This is an optimization exercise on Yosys and OpenROAD, whose aim is small area and a short achievable clock period, not a production implementation. Only simulation tests tie the RTL to the original design; equivalence was not proved.

== run 1 ==
==> flow/design.v <==
module JTAG_AOI222(a0, b0, a1, b1, a2, b2, y);
	input  a0, b0, a1, b1, a2, b2;
	output y;
	assign y = ~((a0 & b0) | (a1 & b1) | (a2 & b2));
endmodule
module JTAG_WriteMux(we, keep, w, q, d);
	input  we, keep;
	input  [31:0] w, q;
	output [31:0] d;
	assign d = ({32{we}} & w) | ({32{keep}} & q);
endmodule
module JTAG_ReadBit(sel, r, sh, wsh, hold, w, d);
	input  [14:0] sel;
	input  [14:0] r;
	input  sh, wsh, hold, w;
	output d;
	wire [5:0] y;
	JTAG_AOI222 u0(.a0(sel[0]),  .b0(r[0]),  .a1(sel[1]),  .b1(r[1]),  .a2(sel[2]),  .b2(r[2]),  .y(y[0]));
	JTAG_AOI222 u1(.a0(sel[3]),  .b0(r[3]),  .a1(sel[4]),  .b1(r[4]),  .a2(sel[5]),  .b2(r[5]),  .y(y[1]));
	JTAG_AOI222 u2(.a0(sel[6]),  .b0(r[6]),  .a1(sel[7]),  .b1(r[7]),  .a2(sel[8]),  .b2(r[8]),  .y(y[2]));
	JTAG_AOI222 u3(.a0(sel[9]),  .b0(r[9]),  .a1(sel[10]), .b1(r[10]), .a2(sel[11]), .b2(r[11]), .y(y[3]));
	JTAG_AOI222 u4(.a0(sel[12]), .b0(r[12]), .a1(sel[13]), .b1(r[13]), .a2(sel[14]), .b2(r[14]), .y(y[4]));
	assign y[5] = ~((sh & wsh) | (hold & w));
	assign d = ~(&y);
endmodule
module JTAG_Interface(
	iCLK,
	iRST,
	iTCK,
	iTDI,
	iIR_IN,
	iSTATE_CDR,
	iSTATE_SDR,
	iSTATE_UDR,
	iREAD_0,
	iREAD_1,
	iREAD_2,
	iREAD_3,
	iREAD_4,
	iREAD_5,
	iREAD_6,
	iREAD_7,
	iREAD_8,
	iREAD_9,
	iREAD_A,
	iREAD_B,
	iREAD_C,
	iREAD_D,
	iREAD_E,
	oTDO,
	oWRITE_0,
	oWRITE_1,
	oWRITE_2,
	oWRITE_3,
	oWRITE_4,
	oWRITE_5,
	oWRITE_6,
	oWRITE_7,
	oWRITE_8,
	oWRITE_9,
	oWRITE_A,
	oWRITE_B,
	oWRITE_C,
	oWRITE_D,
	oWRITE_E
);
input wire	iCLK;
input wire	iRST;
input wire	iTCK;
input wire	iTDI;
input wire	[8:0] iIR_IN;
input wire	iSTATE_CDR;
input wire	iSTATE_SDR;
input wire	iSTATE_UDR;
input wire	[31:0] iREAD_0;
input wire	[31:0] iREAD_1;
input wire	[31:0] iREAD_2;
input wire	[31:0] iREAD_3;
input wire	[31:0] iREAD_4;
input wire	[31:0] iREAD_5;
input wire	[31:0] iREAD_6;
input wire	[31:0] iREAD_7;
input wire	[31:0] iREAD_8;
input wire	[31:0] iREAD_9;
input wire	[31:0] iREAD_A;
input wire	[31:0] iREAD_B;
input wire	[31:0] iREAD_C;
input wire	[31:0] iREAD_D;
input wire	[31:0] iREAD_E;
output wire	oTDO;
output wire	[31:0] oWRITE_0;
output wire	[31:0] oWRITE_1;
output wire	[31:0] oWRITE_2;
output wire	[31:0] oWRITE_3;
output wire	[31:0] oWRITE_4;
output wire	[31:0] oWRITE_5;
output wire	[31:0] oWRITE_6;
output wire	[31:0] oWRITE_7;
output wire	[31:0] oWRITE_8;
output wire	[31:0] oWRITE_9;
output wire	[31:0] oWRITE_A;
output wire	[31:0] oWRITE_B;
output wire	[31:0] oWRITE_C;
output wire	[31:0] oWRITE_D;
output wire	[31:0] oWRITE_E;
reg t1, t2, t3, t4;
reg c1, s1, u1;
reg d1, d2;
reg ev, cap, shf, upd;
reg tdo;
reg [31:0] W;
reg [479:0] wr;
wire rise = t3 & ~t4;
always @(posedge iCLK) begin
	if (iRST) begin
		t1 <= 1'b0; t2 <= 1'b0; t3 <= 1'b0; t4 <= 1'b0;
		c1 <= 1'b0; s1 <= 1'b0; u1 <= 1'b0;
		d1 <= 1'b0; d2 <= 1'b0;
		ev <= 1'b0; cap <= 1'b0; shf <= 1'b0; upd <= 1'b0;
		tdo <= 1'b0;
	end else begin
		t1 <= iTCK; t2 <= t1; t3 <= t2; t4 <= t3;
		c1 <= iSTATE_CDR; s1 <= iSTATE_SDR; u1 <= iSTATE_UDR;
		d1 <= iTDI; d2 <= d1;
		ev  <= rise;
		cap <= rise & c1;
		shf <= rise & ~c1 & s1;
		upd <= rise & ~c1 & ~s1 & u1;
		if (ev) tdo <= W[0];
	end
end
assign oTDO = tdo;
wire [479:0] rd = {iREAD_E, iREAD_D, iREAD_C, iREAD_B, iREAD_A, iREAD_9, iREAD_8, iREAD_7, iREAD_6, iREAD_5, iREAD_4, iREAD_3, iREAD_2, iREAD_1, iREAD_0};
wire nrst = ~iRST;
wire hold = nrst & ~cap & ~shf;
wire shift = nrst & shf;
wire [31:0] Wsh = {d2, W[31:1]};
wire [14:0] rsel;
genvar n, b;
generate for (n = 0; n < 15; n = n + 1) begin : g_rsel
	assign rsel[n] = nrst & cap & (iIR_IN[3:0] == n);
end endgenerate
wire [31:0] Wd;
generate for (b = 0; b < 32; b = b + 1) begin : g_wd
	wire [14:0] rb;
	for (n = 0; n < 15; n = n + 1) begin : g_rb
		assign rb[n] = rd[32*n + b];
	end
	JTAG_ReadBit u_bit(.sel(rsel), .r(rb), .sh(shift), .wsh(Wsh[b]), .hold(hold), .w(W[b]), .d(Wd[b]));
end endgenerate
always @(posedge iCLK) W <= Wd;
genvar m;
generate for (m = 0; m < 15; m = m + 1) begin : g_wr
	wire sel = upd & (iIR_IN[7:4] == m);
	wire we = nrst & sel;
	wire keep = nrst & ~sel;
	wire [31:0] nxt;
	JTAG_WriteMux u_mux(.we(we), .keep(keep), .w(W), .q(wr[32*m +: 32]), .d(nxt));
	always @(posedge iCLK) wr[32*m +: 32] <= nxt;
end endgenerate
assign oWRITE_0 = wr[31:0];
assign oWRITE_1 = wr[63:32];
assign oWRITE_2 = wr[95:64];
assign oWRITE_3 = wr[127:96];
assign oWRITE_4 = wr[159:128];
assign oWRITE_5 = wr[191:160];
assign oWRITE_6 = wr[223:192];
assign oWRITE_7 = wr[255:224];
assign oWRITE_8 = wr[287:256];
assign oWRITE_9 = wr[319:288];
assign oWRITE_A = wr[351:320];
assign oWRITE_B = wr[383:352];
assign oWRITE_C = wr[415:384];
assign oWRITE_D = wr[447:416];
assign oWRITE_E = wr[479:448];
endmodule
==> flow/config.mk <==
export PLATFORM = sky130hd
export DESIGN_NAME = JTAG_Interface
export DESIGN_NICKNAME = JTAG_Interface
export VERILOG_FILES = /design/flow/design.v
export SDC_FILE = /design/flow/constraint.sdc
export NUM_CORES = 4
export LEC_CHECK = 0
export CAP_MARGIN = 20
export CORE_AREA = 10 10 350 350
export DIE_AREA = 0 0 360 360
export SLEW_MARGIN = 20
export SYNTH_HIERARCHICAL = 1
export SYNTH_MINIMUM_KEEP_SIZE = 0
==> flow/constraint.sdc <==
create_clock -name core_clock -period 5.0 [get_ports {iCLK}]
set_input_delay 1.0000 -clock core_clock [delete_from_list [all_inputs] [get_ports {iCLK}]]
set_output_delay 1.0000 -clock core_clock [all_outputs]
set_load 0.01 [all_outputs]
standard.sh (not shown) runs the stock make flow with config.mk's settings and CLKGATE_MAP_FILE= SYNTH_SCRIPT=/design/flow/synth_recipe.tcl, a recipe that flattens the netlist after the stock synthesis.
==> flow/flow/run.sh <==
#!/bin/bash
# The standard ORFS layout, with the port buffers made of the smallest
# buffer (sky130_fd_sc_hd__buf_1); repair_design resizes them where needed.
set -euo pipefail
bash standard.sh "BUFFER_PORTS_ARGS=-buffer_cell sky130_fd_sc_hd__buf_1" finish > standard_make.log 2>&1
Run 1 went all the way through synthesis, placement and routing and the layout is clean on timing, DRC and antenna.
Changes in run 2 relative to run 1:
diff --git a/flow/config.mk b/flow/config.mk
--- a/flow/config.mk
+++ b/flow/config.mk
@@ -9,0 +10 @@
+export CTS_BUF_LIST = sky130_fd_sc_hd__clkbuf_4 sky130_fd_sc_hd__clkbuf_8
@@ -10,0 +12 @@
+export SETUP_SLACK_MARGIN = 2.6
--- outcome ---
Between run 1 and run 2, the difference in number of placed I/O pins is negligible. Run 2 vs run 1: via count up by a few percent. Cmp run 1 and run 2 / worst hold slack / lower: run 1. Run 2 does worse than run 1 on post-route cell area. The length of routed wiring on met1 in run 2 sits 9500 um above the value recorded for run 1. Compared with run 1, run 2 shows maximum frequency that has gone up by more than 10%. The final layout from run 2, which completed every stage, passed the timing, design-rule and antenna checks at the end of the flow. | worst setup slack | run 2 vs run 1 | better |. Comparing sequential share of layout area for run 1 and run 2, the smaller number came from run 2.
### run 2 -> run 3
diff --git a/flow/config.mk b/flow/config.mk
--- a/flow/config.mk
+++ b/flow/config.mk
@@ -9,3 +9,2 @@
-export CORE_AREA = 10 10 350 350
-export CTS_BUF_LIST = sky130_fd_sc_hd__clkbuf_4 sky130_fd_sc_hd__clkbuf_8
-export DIE_AREA = 0 0 360 360
+export CORE_AREA = 5 5 245 245
+export DIE_AREA = 0 0 250 250
Findings:
Run 3 failed in 3_2_place_iop with PPL-0024. Changes observed in run 3 relative to run 2: starting density of the core moved up, number of standard-cell rows in the floorplan moved down, cell area after synthesis level, horizontal die dimension moved down, share of synthesized area spent on multiplexers level.

[afterwards: timing with drivers on the ports]
Ports are ideal in the flow. The routed layouts listed here were re-timed in OpenROAD. Step 1: set_driving_cell puts a clkbuf_16 on iCLK and a buf_2 on each other input, an assumption about the parent block. Step 2 adds t to the input delays and takes it off the output delays; t is the mean of the earliest and latest rising clock arrival at the registers after step 1. Input paths then give back, and output paths get back, about the clock's delay inside the block. a / b / c = no drivers / after step 1 / after step 2; a / b = the first two.
run	t, ns	slack for setup (ns)	hold slack, ns	latest minus earliest clock arrival (ns)	pins driven straight from the clock port
run 1	0.703	1.922 / 1.967 / 1.264	0.436 / 0.436 / 0.436	0.042 / 0.042	1
run 2	0.772	2.457 / 2.427 / 1.656	0.439 / 0.439 / 0.439	0.075 / 0.075	1
After both steps every run listed still meets setup and hold. For run 2, which loses most, drivers alone change the setup slack by -0.030 ns; drivers and shift together by -0.801 ns.
